Source: an optimization exercise on an open RTL-to-GDS flow (aim: small area, a short achievable clock period and few clock cycles per item). Production flows keep margins and buffers that such runs may drop.
RTL that was checked went through simulation tests only; none was proved equivalent to the original.
No activity file was given, so power comes from the tool's default toggle rates.

==> run a <==
==> flow/design.v <==
module top(
    input start, op, reset, clock,
    input [31:0] data_a, data_b,
    output busy, ready,
    output [31:0] data_o
);
reg        act;    
reg        F;      
reg [29:0] X;      
reg        Un;     
reg [7:0]  Eb;     
reg        R;      
reg        K23;    
wire        sa = data_a[31];
wire        sb = data_b[31];
wire [7:0]  ea = data_a[30:23];
wire [7:0]  eb = data_b[30:23];
wire [23:0] ma = {1'b1, data_a[22:0]};
wire [23:0] mb = {1'b1, data_b[22:0]};
wire [8:0] dab = {1'b0, ea} - {1'b0, eb};
wire [8:0] dba = {1'b0, eb} - {1'b0, ea};
wire       ge  = ~dab[8];
wire       gt  = ge & (dab[7:0] != 8'd0);
wire [7:0] d   = ge ? dab[7:0] : dba[7:0];
wire [4:0] kab = (dab[7:0] > 8'd23) ? 5'd23 : dab[4:0];
wire [4:0] kba = (dba[7:0] > 8'd23) ? 5'd23 : dba[4:0];
wire [4:0] k   = ge ? kab : kba;
wire Fn   = F | ge;
wire negS = (sa & Fn) | (sb & ~Fn);    
wire nega = sa & ~Fn;                  
wire negb = sb & Fn;                   
wire sgnZ = negS ^ op;                 
wire [23:0] nmb = -mb;
wire [23:0] M   = ge ? ma : mb;
wire        special = (data_b == 32'h00000001);
wire [4:0]  ks  = (ea > 8'd23) ? 5'd23 : ea[4:0];
wire [23:0] mar;                                             
genvar gi;
generate for (gi = 0; gi < 24; gi = gi + 1) begin : rev
    assign mar[gi] = ma[23 - gi];
end endgenerate
wire        t23 = mar[ks];                                   
wire        tnz = |(mar[23:1] & ~((23'd1 << ks) - 23'd1));   
wire        s23 = t23 ^ (sa & tnz);                          
wire        cy  = op ? (s23 & tnz)
                     : (s23 | (sa & (ea == 8'd0) & (data_a[22:0] == 23'h000001)));
wire        nm  = act & X[29];
wire [23:0] Zlo = (sgnZ ^ negb ^ nm) ? nmb : mb;
wire [2:0]  Zh0 = ~special ? {3{sgnZ}} : sa ? (op ? 3'd6 : 3'd0) : (op ? 3'd1 : 3'd7);
wire [2:0]  Zh1 = ~special ? {3{sgnZ}} : sa ? (op ? 3'd7 : 3'd1) : (op ? 3'd0 : 3'd6);
wire [2:0]  Zhi = (cy ? Zh1 : Zh0) ^ {3{nm}};
wire [59:0] Zxw = {{30{Zhi[2]}}, Zhi, Zlo, 3'b000} >> k;
wire [29:0] Zx  = Zxw[29:0];
wire [27:0] Uc = {{3{nm}}, M ^ {24{nm}}, nm} + {Zx[29:3], nm};    
wire [26:0] U  = Uc[27:1];
wire done;
always @(posedge clock or posedge reset)
begin
    if (reset) begin
        act <= 1'b0;
        F   <= 1'b0;
    end else begin
        act <= start | (act & ~done);
        if (start)
            F <= Fn;
    end
end
wire [23:0] x    = gt ? mb : ma;
wire        negx = gt ? negb : nega;
wire        xd   = x[d[4:0]];
wire        xnz  = |(x & ((24'd1 << d[4:0]) - 24'd1));
wire        r    = (d < 8'd23) & (xd ^ (negx & xnz));
wire        c    = op ^ sa ^ sb;
wire [7:0]  emin = gt ? eb : ea;
wire        wrap = K23 & ~X[29] & X[27];
wire [2:0]  wj   = X[5:3] + {2'b00, data_b[22:0] != 23'd0};
wire [28:0] V    = X[28:0];
wire        Vnz  = |X;
wire [1:0]  lz   = V[28] ? 2'd0 : V[27] ? 2'd1 : V[26] ? 2'd2 : 2'd3;
assign      done = ~X[29] & (~Vnz | (V[28:25] != 4'd0));
always @(posedge clock)
begin
    X   <= (act & ~X[29]) ? {1'b0, V[24:0], 4'b0000} : {U, Zx[2:0]};
    Un  <= act ? Un : U[26];
    Eb  <= act ? (X[29] ? Eb : Eb - 8'd4) : emin + {3'b000, k} + 8'd2;
    R   <= act ? R : r;
    K23 <= act ? K23 : (k == 5'd23);
end
wire [28:0] Vn   = V << lz;
wire [21:0] f22  = wrap ? -{19'd0, wj} : Vn[26:5];
wire [1:0]  lze  = wrap ? 2'd2 : lz;                  
wire [7:0]  eo   = (~Vnz | (wrap & (wj == 3'd0))) ? emin : Eb - {6'd0, lze};
wire        sign = wrap ? (~negS | (wj == 3'd0))
                 : negS ? (~Un & Vnz) : Un;
wire [21:0] f22m = f22 - 22'd1;
wire [22:0] fo   = (c & R) ? {f22m, 1'b1} : {f22, R};
assign data_o = {sign, eo, fo};
assign ready  = act & done;
assign busy   = act & ~done;
endmodule
==> flow/flow/run.sh <==
#!/bin/bash
# The standard layout (the standard.sh, standard synthesis unchanged),
# with the port buffers made from sky130_fd_sc_hd__buf_2 instead of the
# default delay-cell buffer. Every port still gets its own buffer.
set -euo pipefail
export BUFFER_PORTS_ARGS="-buffer_cell sky130_fd_sc_hd__buf_2"
bash standard.sh > standard_make.log 2>&1
==> flow/standard.sh <==
#!/bin/bash
# synth_recipe.tcl (not shown) runs the flow's synth.tcl, then flattens the netlist and writes it again
# the make line also repeats each setting of config.mk as NAME=value (left out here)
make -C /OpenROAD-flow-scripts/flow DESIGN_CONFIG=/design/flow/config.mk WORK_HOME=/design/flow/orfs CLKGATE_MAP_FILE= SYNTH_SCRIPT=/design/flow/synth_recipe.tcl "${@:-finish}"
==> flow/config.mk <==
export PLATFORM = sky130hd
export DESIGN_NAME = top
export DESIGN_NICKNAME = top
export VERILOG_FILES = /design/flow/design.v
export SDC_FILE = /design/flow/constraint.sdc
export NUM_CORES = 4
export LEC_CHECK = 0
export CAP_MARGIN = 20
export CORE_MARGIN = 2
export CORE_UTILIZATION = 50
export GPL_TIMING_DRIVEN = 0
export SETUP_SLACK_MARGIN = 0.2
export SLEW_MARGIN = 20
==> flow/constraint.sdc <==
create_clock -name core_clock -period 8.0 [get_ports {clock}]
set_input_delay 1.6000 -clock core_clock [delete_from_list [all_inputs] [get_ports {clock}]]
set_output_delay 1.6000 -clock core_clock [all_outputs]
set_load 0.01 [all_outputs]
==> inputs of run b, as changes to run a <==
==> flow/design.v (replaced) <==
module top(
    input start, op, reset, clock,
    input [31:0] data_a, data_b,
    output busy, ready,
    output [31:0] data_o
);
reg        act;    
reg        fst;    
reg        CY;     
reg        F;      
reg [28:0] X;      
reg        Un;     
reg [7:0]  Eb;     
reg        R;      
reg        CR;     
reg        K23;    
reg        GT;     
reg        BNZ;    
wire        sa = data_a[31];
wire        sb = data_b[31];
wire [7:0]  ea = data_a[30:23];
wire [7:0]  eb = data_b[30:23];
wire [23:0] ma = {1'b1, data_a[22:0]};
wire [23:0] mb = {1'b1, data_b[22:0]};
wire [8:0] dab = {1'b0, ea} - {1'b0, eb};
wire [8:0] dba = {1'b0, eb} - {1'b0, ea};
wire       ge  = ~dab[8];
wire       gt  = ge & (dab[7:0] != 8'd0);
wire [4:0] kab = (dab[7:0] > 8'd23) ? 5'd23 : dab[4:0];
wire [4:0] kba = (dba[7:0] > 8'd23) ? 5'd23 : dba[4:0];
wire [4:0] k   = ge ? kab : kba;
wire Fn   = F | ge;
wire negS = (sa & Fn) | (sb & ~Fn);    
wire nega = sa & ~Fn;                  
wire negb = sb & Fn;                   
wire sgnZ = negS ^ op;                 
wire [23:0] nmb = -mb;
wire [23:0] M   = ge ? ma : mb;
wire        special = (data_b == 32'h00000001);
wire [4:0]  ks  = (ea > 8'd23) ? 5'd23 : ea[4:0];
wire [23:0] mar;                                             
genvar gi;
generate for (gi = 0; gi < 24; gi = gi + 1) begin : rev
    assign mar[gi] = ma[23 - gi];
end endgenerate
wire        t23 = mar[ks];                                   
wire        tnz = |(mar[23:1] & ~((23'd1 << ks) - 23'd1));   
wire        s23 = t23 ^ (sa & tnz);                          
wire        cy  = op ? (s23 & tnz)
                     : (s23 | (sa & (ea == 8'd0) & (data_a[22:0] == 23'h000001)));
wire        sp1 = fst & special;
wire        nm  = act & X[28] & ~sp1;
wire [23:0] Zlo = (sgnZ ^ negb ^ nm) ? nmb : mb;
wire [2:0]  Zh0 = ~special ? {3{sgnZ}} : sa ? (op ? 3'd6 : 3'd0) : (op ? 3'd1 : 3'd7);
wire [2:0]  Zh1 = ~special ? {3{sgnZ}} : sa ? (op ? 3'd7 : 3'd1) : (op ? 3'd0 : 3'd6);
wire [2:0]  Zhi = (CY ? Zh1 : Zh0) ^ {3{nm}};
wire [57:0] Zxw = {{29{Zhi[2]}}, Zhi, Zlo, 2'b00} >> k;
wire [28:0] Zx  = Zxw[28:0];
wire [27:0] Uc = {{3{nm}}, M ^ {24{nm}}, nm} + {Zx[28:2], nm};    
wire [26:0] U  = Uc[27:1];
wire done;
always @(posedge clock or posedge reset)
begin
    if (reset) begin
        act <= 1'b0;
        fst <= 1'b0;
        F   <= 1'b0;
    end else begin
        act <= start | (act & ~done);
        fst <= start;
        if (start)
            F <= Fn;
    end
end
wire [22:0] below = (23'd1 << k) - 23'd1;
wire        nza  = |(data_a[22:0] & below);
wire        nzb  = |(data_b[22:0] & below);
wire        ra   = ma[k] ^ (nega & nza);
wire        rb   = Zx[2] ^ ((sgnZ ^ nm) & nzb);
wire        r    = (k != 5'd23) & (gt ? rb : ra);
wire [7:0]  emin = GT ? eb : ea;
wire        negR = F ? sa : sb;      
wire        wrap = K23 & ~X[28] & X[26];
wire [2:0]  wj   = X[4:2] + {2'b00, BNZ};
wire        Uneg = Un | X[28];
wire [27:0] V    = X[27:0];
wire        Vnz  = |X;
wire [1:0]  lz   = V[27] ? 2'd0 : V[26] ? 2'd1 : V[25] ? 2'd2 : 2'd3;
assign      done = ~sp1 & ~X[28] & (~Vnz | (V[27:24] != 4'd0));
always @(posedge clock)
begin
    X   <= (act & ~X[28] & ~sp1) ? {1'b0, V[23:0], 4'b0000} : {U, Zx[1:0]};
    Un  <= act & (Un | nm);
    Eb  <= act ? ((X[28] | sp1) ? Eb : Eb - 8'd4) : (gt ? eb : ea) + {3'b000, k} + 8'd2;
    R   <= r;
    CY  <= cy;
    CR  <= r & (op ^ sa ^ sb);
    K23 <= (k == 5'd23);
    GT  <= gt;
    BNZ <= (data_b[22:0] != 23'd0);
end
wire [27:0] Vn   = V << lz;
wire [21:0] f22  = wrap ? -{19'd0, wj} : Vn[25:4];
wire [1:0]  lze  = wrap ? 2'd2 : lz;                  
wire [7:0]  eo   = (~Vnz | (wrap & (wj == 3'd0))) ? emin : Eb - {6'd0, lze};
wire        sign = wrap ? (~negR | (wj == 3'd0))
                 : negR ? (~Uneg & Vnz) : Uneg;
wire [21:0] f22m = f22 - 22'd1;
wire [22:0] fo   = {CR ? f22m : f22, R};
assign data_o = {sign, eo, fo};
assign ready  = act & done;
assign busy   = act & ~done;
endmodule
==> flow/flow/run.sh (replaced) <==
#!/bin/bash
# Layout flow: the standard flow (standard.sh), with two changes.
# 1. Synthesis is ORFS's own synthesis script, run with a copy of the ORFS
#    scripts folder whose ABC mapping script (abc_speed.script, from this
#    folder) maps for a delay target, and without the full-adder cell
#    mapping (ADDER_MAP_FILE empty). Registers are mapped as before.
# 2. The port buffers are sky130_fd_sc_hd__buf_1 instead of the default
#    delay-cell buffer. Every port still gets its own buffer.
set -euo pipefail
here=$(pwd)
rm -rf "$here/scripts_abc"
cp -r "$FLOW_HOME/scripts" "$here/scripts_abc"
cp "$here/flow/abc_speed.script" "$here/scripts_abc/abc_speed.script"
export BUFFER_PORTS_ARGS="-buffer_cell sky130_fd_sc_hd__buf_1"
bash standard.sh SCRIPTS_DIR="$here/scripts_abc" ADDER_MAP_FILE= synth > synth_make.log 2>&1
bash standard.sh > standard_make.log 2>&1
==> flow/flow/abc_speed.script (new file) <==
strash
dch -f
map -D 4500
buffer -c
topo
upsize -c -D 4500
dnsize -c -D 4500
- PLACE_DENSITY: default -> 0.75
- SETUP_SLACK_MARGIN: 0.2 -> 0.8
==> inputs of run c, as changes to run a <==
==> flow/design.v (replaced) <==
module top(
    input start, op, reset, clock,
    input [31:0] data_a, data_b,
    output busy, ready,
    output [31:0] data_o
);
reg        act;    
reg        F;      
reg [29:0] X;      
reg        Un;     
reg [2:0]  cnt;    
wire        sa = data_a[31];
wire        sb = data_b[31];
wire [7:0]  ea = data_a[30:23];
wire [7:0]  eb = data_b[30:23];
wire [23:0] ma = {1'b1, data_a[22:0]};
wire [23:0] mb = {1'b1, data_b[22:0]};
wire [8:0] dab = {1'b0, ea} - {1'b0, eb};
wire [8:0] dba = {1'b0, eb} - {1'b0, ea};
wire       ge  = ~dab[8];
wire       gt  = ge & (dab[7:0] != 8'd0);
wire [7:0] d   = ge ? dab[7:0] : dba[7:0];
wire [4:0] k   = (d > 8'd23) ? 5'd23 : d[4:0];
wire Fn   = F | ge;
wire negS = (sa & Fn) | (sb & ~Fn);    
wire nega = sa & ~Fn;                  
wire negb = sb & Fn;                   
wire sgnZ = negS ^ op;                 
wire [23:0] nmb = -mb;
wire [23:0] M   = ge ? ma : mb;
wire        special = (data_b == 32'h00000001);
wire [4:0]  ks  = (ea > 8'd23) ? 5'd23 : ea[4:0];
wire [4:0]  is  = 5'd23 - ks;
wire        t23 = ma[is];                                    
wire        tnz = |(ma[22:0] & ((23'd1 << is) - 23'd1));     
wire        s23 = t23 ^ (sa & tnz);                          
wire        cy  = op ? (s23 & tnz)
                     : (s23 | (sa & (ea == 8'd0) & (data_a[22:0] == 23'h000001)));
wire [2:0]  Dsp = op ? (cy ? 3'd1 : 3'd2) : (cy ? 3'd6 : 3'd7);
wire [2:0]  Dz  = special ? (sa ? -Dsp : Dsp) : 3'd0;
wire [23:0] Zlo = (sgnZ ^ negb) ? nmb : mb;
wire [2:0]  Zhi = {3{sgnZ}} + Dz;
wire [29:0] Zsh = $signed({Zhi, Zlo, 3'b000}) >>> k;
wire [26:0] U = {3'b000, M} + Zsh[29:3];
wire done;
always @(posedge clock or posedge reset)
begin
    if (reset) begin
        act <= 1'b0;
        F   <= 1'b0;
    end else begin
        act <= start | (act & ~done);
        if (start)
            F <= Fn;
    end
end
wire [23:0] x    = gt ? mb : ma;
wire        negx = gt ? negb : nega;
wire        xd   = x[d[4:0]];
wire        xnz  = |(x & ((24'd1 << d[4:0]) - 24'd1));
wire        r    = (d < 8'd23) & (xd ^ (negx & xnz));
wire        c    = op ^ sa ^ sb;
wire [7:0]  emin = gt ? eb : ea;
wire        wrap = (k == 5'd23) & ~X[29] & X[27];
wire [2:0]  wj   = X[5:3] + {2'b00, data_b[22:0] != 23'd0};
wire [28:0] V    = X[29] ? -X[28:0] : X[28:0];
wire        Vnz  = |X;
wire [1:0]  lz   = V[28] ? 2'd0 : V[27] ? 2'd1 : V[26] ? 2'd2 : 2'd3;
assign      done = ~Vnz | (V[28:25] != 4'd0);
always @(posedge clock)
begin
    X   <= act ? {1'b0, V[24:0], 4'b0000} : {U, Zsh[2:0]};
    Un  <= act ? Un : U[26];
    cnt <= act ? cnt + 3'd1 : 3'd0;
end
wire [28:0] Vn   = V << lz;
wire [21:0] f22  = wrap ? -{19'd0, wj} : Vn[26:5];
wire [7:0]  eo   = wrap ? ((wj == 3'd0) ? emin : emin + 8'd23)
                 : Vnz  ? emin + {3'b000, k} + 8'd2 - {3'b000, cnt, lz}
                 : emin;
wire        sign = wrap ? (~negS | (wj == 3'd0))
                 : negS ? (~Un & Vnz) : Un;
wire [21:0] f22m = f22 - 22'd1;
wire [22:0] fo   = (c & r) ? {f22m, 1'b1} : {f22, r};
assign data_o = {sign, eo, fo};
assign ready  = act & done;
assign busy   = act & ~done;
endmodule
==> flow/run.sh (new file) <==
#!/bin/bash
# synth_recipe.tcl (not shown) runs the flow's synth.tcl, then flattens the netlist and writes it again
# the make line also repeats each setting of config.mk as NAME=value (left out here)
make -C /OpenROAD-flow-scripts/flow DESIGN_CONFIG=/design/flow/config.mk WORK_HOME=/design/flow/orfs CLKGATE_MAP_FILE= SYNTH_SCRIPT=/design/flow/synth_recipe.tcl finish
- CORE_UTILIZATION: 50 -> 55
- SETUP_SLACK_MARGIN: 0.2 -> default
removed: flow/flow/run.sh
removed: flow/standard.sh
==> impl_metrics.yaml <==
pwr:
  powerClk_uw: 241
  pg_seq_uw: 468
placed_design:
  dp_slack_ps: 222
  dp_hpwl_um: 27800
clock_tree:
  cts_num_sinks: 47
layout:
  seq_area_um2: 1040
  reg_top3: "X x29, Eb x8"
status:
  outcome: "finished clean"
timing:
  setup_slack_ps: 1100
(the above is from run b)
==> impl_metrics.yaml <==
timing:
  setup_slack_ps: 295
status:
  outcome: "finished clean"
placed_design:
  dp_slack_ps: -1850
  dp_hpwl_um: 32600
pwr:
  pg_seq_uw: 493
(the above is from run a)
==> impl_metrics.yaml <==
layout:
  seq_area_um2: 741
  reg_top3: "X x30, cnt x3"
timing:
  setup_slack_ps: -1280
  finalSetupViolCount: 50
clock_tree:
  cts_num_sinks: 36
status:
  outcome: "complete, but fails checks"
  failed_checks: "negative setup slack"
(the above is from run c)
Testbench counts of run a, summed over its fixed seeds: cycles 6,476, items 3,200.
Testbench counts of run b, summed over its fixed seeds: cycles 6,476, items 3,200.
Only the layout flow was run in run c; the RTL was not checked for function there.

==> afterwards: timing with drivers on the ports <==
No port has a modelled driver above. Below, the same layouts with a new extraction and two added sets of constraints.
Step 1: set_driving_cell puts a clkbuf_16 on clock and a buf_2 on each other input, an assumption about the parent block.
Step 2, shift: input delay + t, output delay - t, t = (earliest + latest rising clock arrival at the registers) / 2. This alone moves slack from input paths to output paths.
Three values: ideal ports, drivers, drivers and shift; two values: the first two.
run | t (ns) | setup slack, ns | clock arrival spread, ns | worst register clock-pin slew, ns
run a | 0.324 | 0.295 / 0.284 / -0.040 | 0.011 / 0.011 | 0.07 / 0.07
run b | 0.318 | 1.098 / 1.112 / 0.794 | 0.005 / 0.005 | 0.06 / 0.06
run c | 0.324 | -1.285 / -1.297 / -1.621 | 0.005 / 0.006 | 0.06 / 0.06
With both steps, setup timing fails in run a, where it was met with ideal ports. For run c, which loses most, drivers alone change the setup slack by -0.012 ns; drivers and shift together by -0.336 ns.
